Background: an optimization exercise with open tools, aiming at small area. Do not read the settings as production practice.
Only simulation tests tie the RTL to the original design; equivalence was not proved.
No driver is modelled on the clock port, so clock power and skew are understated where the tree is cut down; a real chip needs a root buffer or a tree.

==> flow/design.v (excerpt) <==
module filter_lut(output [11:0] filtop,
                  input  [7:0]  x,
                  input         clk);
Size in the first run: about 140 cells after synthesis, roughly 24 flip-flops, roughly 21 I/O pins, ~2000 um2 of cells after synthesis.
export LEC_CHECK = 0
export CAP_MARGIN = 20
export CORE_MARGIN = 2
export CORE_UTILIZATION = 40
export CTS_BUF_LIST = sky130_fd_sc_hd__clkbuf_4 sky130_fd_sc_hd__clkbuf_8
export GPL_TIMING_DRIVEN = 0
export SLEW_MARGIN = 20
export SYNTH_HIERARCHICAL = 1
export SYNTH_MINIMUM_KEEP_SIZE = 0
create_clock -name core_clock -period 10.0 [get_ports {clk}]
standard.sh (not shown) runs the stock make flow with config.mk's settings and CLKGATE_MAP_FILE= SYNTH_SCRIPT=/design/flow/synth_recipe.tcl, a recipe that flattens the netlist after the stock synthesis.
==> flow/flow/run.sh <==
#!/bin/bash
# The standard ORFS layout (standard.sh), except that the port buffers that
# buffer_ports inserts on every input and output use the smallest buffer cell
# (buf_1) instead of the delay-buffer cell it picks by default.
set -euo pipefail
export BUFFER_PORTS_ARGS="-buffer_cell sky130_fd_sc_hd__buf_1"
bash standard.sh > standard.log 2>&1
The first run passed the timing, DRC and antenna checks.
Next try:
==> flow/flow/run.sh (replaced) <==
#!/bin/bash
# The standard ORFS layout (standard.sh) with three changes:
#  - the port buffers that buffer_ports puts on every input and output use the
#    smallest buffer cell (buf_1) instead of the delay-buffer cell it picks by
#    default;
#  - the buffers ABC inserted are removed at floorplan (REMOVE_ABC_BUFFERS);
#  - after floorplan, cells that ABC upsized are set back to their smallest
#    drive strength (flow/downsize.tcl); later repair steps size up as needed.
set -euo pipefail
here=$(pwd)
export BUFFER_PORTS_ARGS="-buffer_cell sky130_fd_sc_hd__buf_1"
export REMOVE_ABC_BUFFERS=1
export POST_FLOORPLAN_TCL="$here/flow/downsize.tcl"
bash standard.sh > standard.log 2>&1
==> flow/flow/downsize.tcl (new file) <==
# POST_FLOORPLAN hook: give every combinational cell that synthesis (ABC)
# upsized the smallest cell of the same function (same name, lowest drive
# strength), and let the later repair steps size up what timing needs.
set n 0
foreach inst [get_cells *] {
  set master [get_property $inst ref_name]
  if { ![regexp {^(sky130_fd_sc_hd__[a-z0-9]+)_([0-9]+)$} $master -> base drive] } { continue }
  if { [regexp {df|dl|sdf|edf|clk|conb|tap|fill|decap} $base] } { continue }
  set best $master
  set best_area [get_property [get_lib_cells */$master] area]
  foreach d {0 1 2} {
    if { $d >= $drive } { break }
    set cand ${base}_$d
    set lc [get_lib_cells -quiet */$cand]
    if { [llength $lc] == 0 } { continue }
    set a [get_property $lc area]
    if { $a < $best_area } { set best $cand; set best_area $a }
  }
  if { $best ne $master } {
    puts "downsize [get_full_name $inst]: $master -> $best"
    replace_cell $inst $best
    incr n
  }
}
puts "downsized $n cells"
Settings changed: CTS_BUF_LIST sky130_fd_sc_hd__clkbuf_4 sky130_fd_sc_hd__clkbuf_8 to unset.
Effect: Die area does not change; first-iteration DRC count goes down by about a fifth; setup slack is better by 0.16 ns; final area goes down slightly; wire length goes down by a little under a tenth; via count goes down by a few percent; clock-buffer cell count goes down by 1; cell count goes down slightly; worst hold slack is better by 0.0063 ns.
Next try:
==> flow/flow/run.sh (replaced) <==
#!/bin/bash
# The standard ORFS layout (standard.sh), except that the port buffers that
# buffer_ports inserts on every input and output use the smallest buffer cell
# (buf_1) instead of the delay-buffer cell it picks by default.
set -euo pipefail
export BUFFER_PORTS_ARGS="-buffer_cell sky130_fd_sc_hd__buf_1"
bash standard.sh > standard.log 2>&1
removed: flow/flow/downsize.tcl
Effect: The new run completed without violations. Die area does not change. Cell area went up slightly. Routed wire length went up by a little under a tenth. Sequential share of layout area went down by 0.40 points. Final cell count went up slightly. Worst hold slack is worse by 0.0063 ns. Via count went up by a few percent. Core utilization went up by 0.82 points. Global-route usage went up by 0.66 points.


The RTL this note starts from:
==> flow/design.v <==
module fa(input a, input b, input ci, output s, output co);
assign s = a ^ b ^ ci;
assign co = (a & b) | (a & ci) | (b & ci);
endmodule
module ha(input a, input b, output s, output co);
assign s = a ^ b;
assign co = a & b;
endmodule
module filter_lut(output [11:0] filtop,
                  input  [7:0]  x,
                  input         clk);
reg [7:0] x1, x2, x3;
always @(posedge clk) begin
  x1 <= x;
  x2 <= x1;
  x3 <= x2;
end
wire c1 = x1 >= 8'd205;   
wire c0 = x  >= 8'd137;   
wire s1, c2;
ha u_s1 (.a(x3[0]), .b(x2[0]), .s(s1), .co(c2));
wire s3, c4;
fa u_s3 (.a(x3[1]), .b(x2[1]), .ci(c2), .s(s3), .co(c4));
wire s5, c6;
fa u_s5 (.a(x3[0]), .b(x3[2]), .ci(x2[2]), .s(s5), .co(c6));
wire s7, c8;
ha u_s7 (.a(s5), .b(c4), .s(s7), .co(c8));
wire s9, c10;
fa u_s9 (.a(x2[0]), .b(x3[1]), .ci(x3[3]), .s(s9), .co(c10));
wire s11, c12;
fa u_s11 (.a(x2[3]), .b(c6), .ci(s9), .s(s11), .co(c12));
wire s13, c14;
ha u_s13 (.a(c8), .b(s11), .s(s13), .co(c14));
wire s15, c16;
fa u_s15 (.a(x2[1]), .b(x3[2]), .ci(x3[4]), .s(s15), .co(c16));
wire s17, c18;
fa u_s17 (.a(x2[4]), .b(c10), .ci(s15), .s(s17), .co(c18));
wire s19, c20;
fa u_s19 (.a(c12), .b(s17), .ci(c14), .s(s19), .co(c20));
wire s21, c22;
fa u_s21 (.a(x2[2]), .b(x3[3]), .ci(x3[5]), .s(s21), .co(c22));
wire s23, c24;
fa u_s23 (.a(x2[5]), .b(c16), .ci(s21), .s(s23), .co(c24));
wire s25, c26;
fa u_s25 (.a(c18), .b(s23), .ci(c20), .s(s25), .co(c26));
wire s27, c28;
fa u_s27 (.a(x2[3]), .b(x3[4]), .ci(x3[6]), .s(s27), .co(c28));
wire s29, c30;
fa u_s29 (.a(x2[6]), .b(c22), .ci(s27), .s(s29), .co(c30));
wire s31, c32;
fa u_s31 (.a(c24), .b(s29), .ci(c26), .s(s31), .co(c32));
wire s33, c34;
fa u_s33 (.a(x2[4]), .b(x3[5]), .ci(x3[7]), .s(s33), .co(c34));
wire s35, c36;
fa u_s35 (.a(x2[7]), .b(c28), .ci(s33), .s(s35), .co(c36));
wire s37, c38;
fa u_s37 (.a(c30), .b(s35), .ci(c32), .s(s37), .co(c38));
wire s39, c40;
fa u_s39 (.a(x2[5]), .b(x3[6]), .ci(c34), .s(s39), .co(c40));
wire s41, c42;
fa u_s41 (.a(c36), .b(s39), .ci(c38), .s(s41), .co(c42));
wire s43, c44;
fa u_s43 (.a(x2[6]), .b(x3[7]), .ci(c40), .s(s43), .co(c44));
wire s45, c46;
ha u_s45 (.a(s43), .b(c42), .s(s45), .co(c46));
wire s47 = x2[7] ^ c44 ^ c46;
wire s48, c49;
ha u_s48 (.a(x1[0]), .b(x1[2]), .s(s48), .co(c49));
wire s50, c51;
fa u_s50 (.a(x1[1]), .b(x1[3]), .ci(c49), .s(s50), .co(c51));
wire s52, c53;
ha u_s52 (.a(s50), .b(x[0]), .s(s52), .co(c53));
wire s54, c55;
fa u_s54 (.a(x1[2]), .b(x1[4]), .ci(c51), .s(s54), .co(c55));
wire s56, c57;
fa u_s56 (.a(s54), .b(x[1]), .ci(c53), .s(s56), .co(c57));
wire s58, c59;
fa u_s58 (.a(x1[3]), .b(x1[5]), .ci(c55), .s(s58), .co(c59));
wire s60, c61;
fa u_s60 (.a(s58), .b(x[2]), .ci(c57), .s(s60), .co(c61));
wire s62, c63;
fa u_s62 (.a(x1[4]), .b(x1[6]), .ci(c59), .s(s62), .co(c63));
wire s64, c65;
fa u_s64 (.a(x[3]), .b(s62), .ci(c61), .s(s64), .co(c65));
wire s66, c67;
fa u_s66 (.a(x1[5]), .b(x1[7]), .ci(x[4]), .s(s66), .co(c67));
wire s68, c69;
fa u_s68 (.a(c63), .b(s66), .ci(c65), .s(s68), .co(c69));
wire s70, c71;
fa u_s70 (.a(x1[6]), .b(x[5]), .ci(c67), .s(s70), .co(c71));
wire s72, c73;
ha u_s72 (.a(s70), .b(c69), .s(s72), .co(c73));
wire s74, c75;
fa u_s74 (.a(x1[7]), .b(x[6]), .ci(c71), .s(s74), .co(c75));
wire s76, c77;
ha u_s76 (.a(s74), .b(c73), .s(s76), .co(c77));
wire s78, c79;
fa u_s78 (.a(x[7]), .b(c75), .ci(c77), .s(s78), .co(c79));
wire nn1 = ~x1[0];
wire nn2 = ~x1[1];
wire nn3 = ~s48;
wire nn4 = ~s52;
wire nn5 = ~s56;
wire nn6 = ~s60;
wire nn7 = ~s64;
wire nn8 = ~s68;
wire nn9 = ~s72;
wire nn10 = ~s76;
wire nn11 = ~s78;
wire nn12 = ~c79;
wire s80, c81;
ha u_s80 (.a(s1), .b(x[0]), .s(s80), .co(c81));
wire s82, c83;
fa u_s82 (.a(nn1), .b(s3), .ci(x[1]), .s(s82), .co(c83));
wire s84 = ~(c81 ^ s82);
wire c85 = c81 | s82;
wire s86, c87;
fa u_s86 (.a(nn2), .b(s7), .ci(x[2]), .s(s86), .co(c87));
wire s88, c89;
fa u_s88 (.a(c83), .b(s86), .ci(c85), .s(s88), .co(c89));
wire s90, c91;
fa u_s90 (.a(nn3), .b(s13), .ci(x[3]), .s(s90), .co(c91));
wire s92, c93;
fa u_s92 (.a(c87), .b(s90), .ci(c89), .s(s92), .co(c93));
wire s94, c95;
fa u_s94 (.a(x[4]), .b(s19), .ci(nn4), .s(s94), .co(c95));
wire s96, c97;
fa u_s96 (.a(c91), .b(s94), .ci(c93), .s(s96), .co(c97));
wire s98, c99;
fa u_s98 (.a(x[5]), .b(s25), .ci(c95), .s(s98), .co(c99));
wire s100, c101;
fa u_s100 (.a(nn5), .b(s98), .ci(c97), .s(s100), .co(c101));
wire s102, c103;
fa u_s102 (.a(x[6]), .b(s31), .ci(c99), .s(s102), .co(c103));
wire s104, c105;
fa u_s104 (.a(nn6), .b(s102), .ci(c101), .s(s104), .co(c105));
wire s106, c107;
fa u_s106 (.a(x[7]), .b(s37), .ci(c103), .s(s106), .co(c107));
wire s108, c109;
fa u_s108 (.a(nn7), .b(s106), .ci(c105), .s(s108), .co(c109));
wire s110, c111;
fa u_s110 (.a(s41), .b(c107), .ci(nn8), .s(s110), .co(c111));
wire s112, c113;
ha u_s112 (.a(s110), .b(c109), .s(s112), .co(c113));
wire s114, c115;
fa u_s114 (.a(s45), .b(nn9), .ci(c111), .s(s114), .co(c115));
wire s116, c117;
ha u_s116 (.a(s114), .b(c113), .s(s116), .co(c117));
wire s118, c119;
fa u_s118 (.a(s47), .b(nn10), .ci(c115), .s(s118), .co(c119));
wire s120, c121;
ha u_s120 (.a(s118), .b(c117), .s(s120), .co(c121));
wire s122, c123;
fa u_s122 (.a(c1), .b(c0), .ci(nn11), .s(s122), .co(c123));
wire s124, c125;
fa u_s124 (.a(c119), .b(s122), .ci(c121), .s(s124), .co(c125));
wire s126 = nn12 ^ c123 ^ c125;
wire [10:0] L = {s120, s116, s112, s108, s104, s100, s96, s92, s88, s84, s80};
wire neg = s126;   
wire [10:0] lor;   
assign lor[0] = L[0];
genvar i;
generate for (i = 1; i < 11; i = i + 1) begin : g_or
  assign lor[i] = lor[i-1] | L[i];
end endgenerate
wire [10:0] mag = L ^ ({lor[9:0], 1'b0} & {11{neg}});
assign filtop = {neg | (~lor[10] & (x != 8'd0)), mag};
endmodule
==> flow/config.mk <==
export PLATFORM = sky130hd
export DESIGN_NAME = filter_lut
export DESIGN_NICKNAME = filter_lut
export VERILOG_FILES = /design/flow/design.v
export SDC_FILE = /design/flow/constraint.sdc
export NUM_CORES = 4
export LEC_CHECK = 0
export CAP_MARGIN = 20
export CORE_MARGIN = 2
export CORE_UTILIZATION = 60
export GPL_TIMING_DRIVEN = 0
export SLEW_MARGIN = 20
export SYNTH_HIERARCHICAL = 1
export SYNTH_MINIMUM_KEEP_SIZE = 0
==> flow/constraint.sdc <==
create_clock -name core_clock -period 10.0 [get_ports {clk}]
set_input_delay 2.0000 -clock core_clock [delete_from_list [all_inputs] [get_ports {clk}]]
set_output_delay 2.0000 -clock core_clock [all_outputs]
set_load 0.01 [all_outputs]
==> flow/flow/run.sh <==
#!/bin/bash
# The standard ORFS layout (standard.sh) with these changes:
#  - the port buffers that buffer_ports puts on every input and output use the
#    smallest buffer cell (buf_1) instead of the delay-buffer cell it picks by
#    default;
#  - the buffers ABC inserted are removed at floorplan (REMOVE_ABC_BUFFERS);
#  - after floorplan, cells that ABC upsized are set back to their smallest
#    drive strength (flow/downsize.tcl); later repair steps size up as needed;
#  - the clock tree (24 flip-flops) is one clkbuf_16 driven by the clock port
#    (flow/onebuf.tcl, after CTS) instead of a root and two leaf buffers.
set -euo pipefail
here=$(pwd)
export BUFFER_PORTS_ARGS="-buffer_cell sky130_fd_sc_hd__buf_1"
export REMOVE_ABC_BUFFERS=1
export POST_FLOORPLAN_TCL="$here/flow/downsize.tcl"
export CTS_ARGS="-sink_clustering_enable -repair_clock_nets -dont_use_dummy_load"
export POST_CTS_TCL="$here/flow/onebuf.tcl"
bash standard.sh > standard.log 2>&1
Other scripts of this flow, unchanged in this note and not shown: flow/flow/downsize.tcl, flow/flow/onebuf.tcl
Rerun with:
--- a/flow/config.mk
+++ b/flow/config.mk
@@ -9,4 +9,5 @@
 export CORE_MARGIN = 2
-export CORE_UTILIZATION = 60
+export CORE_UTILIZATION = 40
 export GPL_TIMING_DRIVEN = 0
+export SETUP_SLACK_MARGIN = -0.3
 export SLEW_MARGIN = 20
Result: Utilization falls by 23 points. Fmax falls by 1.3%. Synthesized area is unchanged. Count of clock-buffer cells in the layout stays the same.

-- what the ideal ports hide --
Ports are ideal in the flow. The routed layouts listed here were re-timed in OpenROAD.
Step 1: set_driving_cell puts a clkbuf_16 on clk and a buf_2 on each other input, an assumption about the parent block.
Step 2 also shifts input and output timing later by t, the mid clock arrival at the registers, as if the neighbouring blocks saw the same clock.
Three values: ideal ports, drivers, drivers and shift; two values: the first two.
| run | shift t [ns] | setup WS [ns] | worst setup path at the end | latest minus earliest clock arrival (ns) | slew at the worst register clock pin (ns) |
|---|---|---|---|---|---|
| the first run of note 1 | 0.288 | 0.528 / 0.500 / 0.500 | input to output | 0.004 / 0.003 | 0.08 / 0.08 |
| the second run of note 1 | 0.285 | 0.689 / 0.665 / 0.665 | input to output | 0.005 / 0.005 | 0.08 / 0.08 |
| the third run of note 1 | 0.288 | 0.528 / 0.500 / 0.500 | input to output | 0.004 / 0.003 | 0.08 / 0.08 |
| the first run of note 2 | 0.174 | 0.531 / 0.508 / 0.508 | input to output | 0.003 / 0.003 | 0.09 / 0.09 |
| the second run of note 2 | 0.179 | 0.406 / 0.383 / 0.383 | input to output | 0.002 / 0.002 | 0.09 / 0.09 |
After both steps every run listed still meets setup and hold.
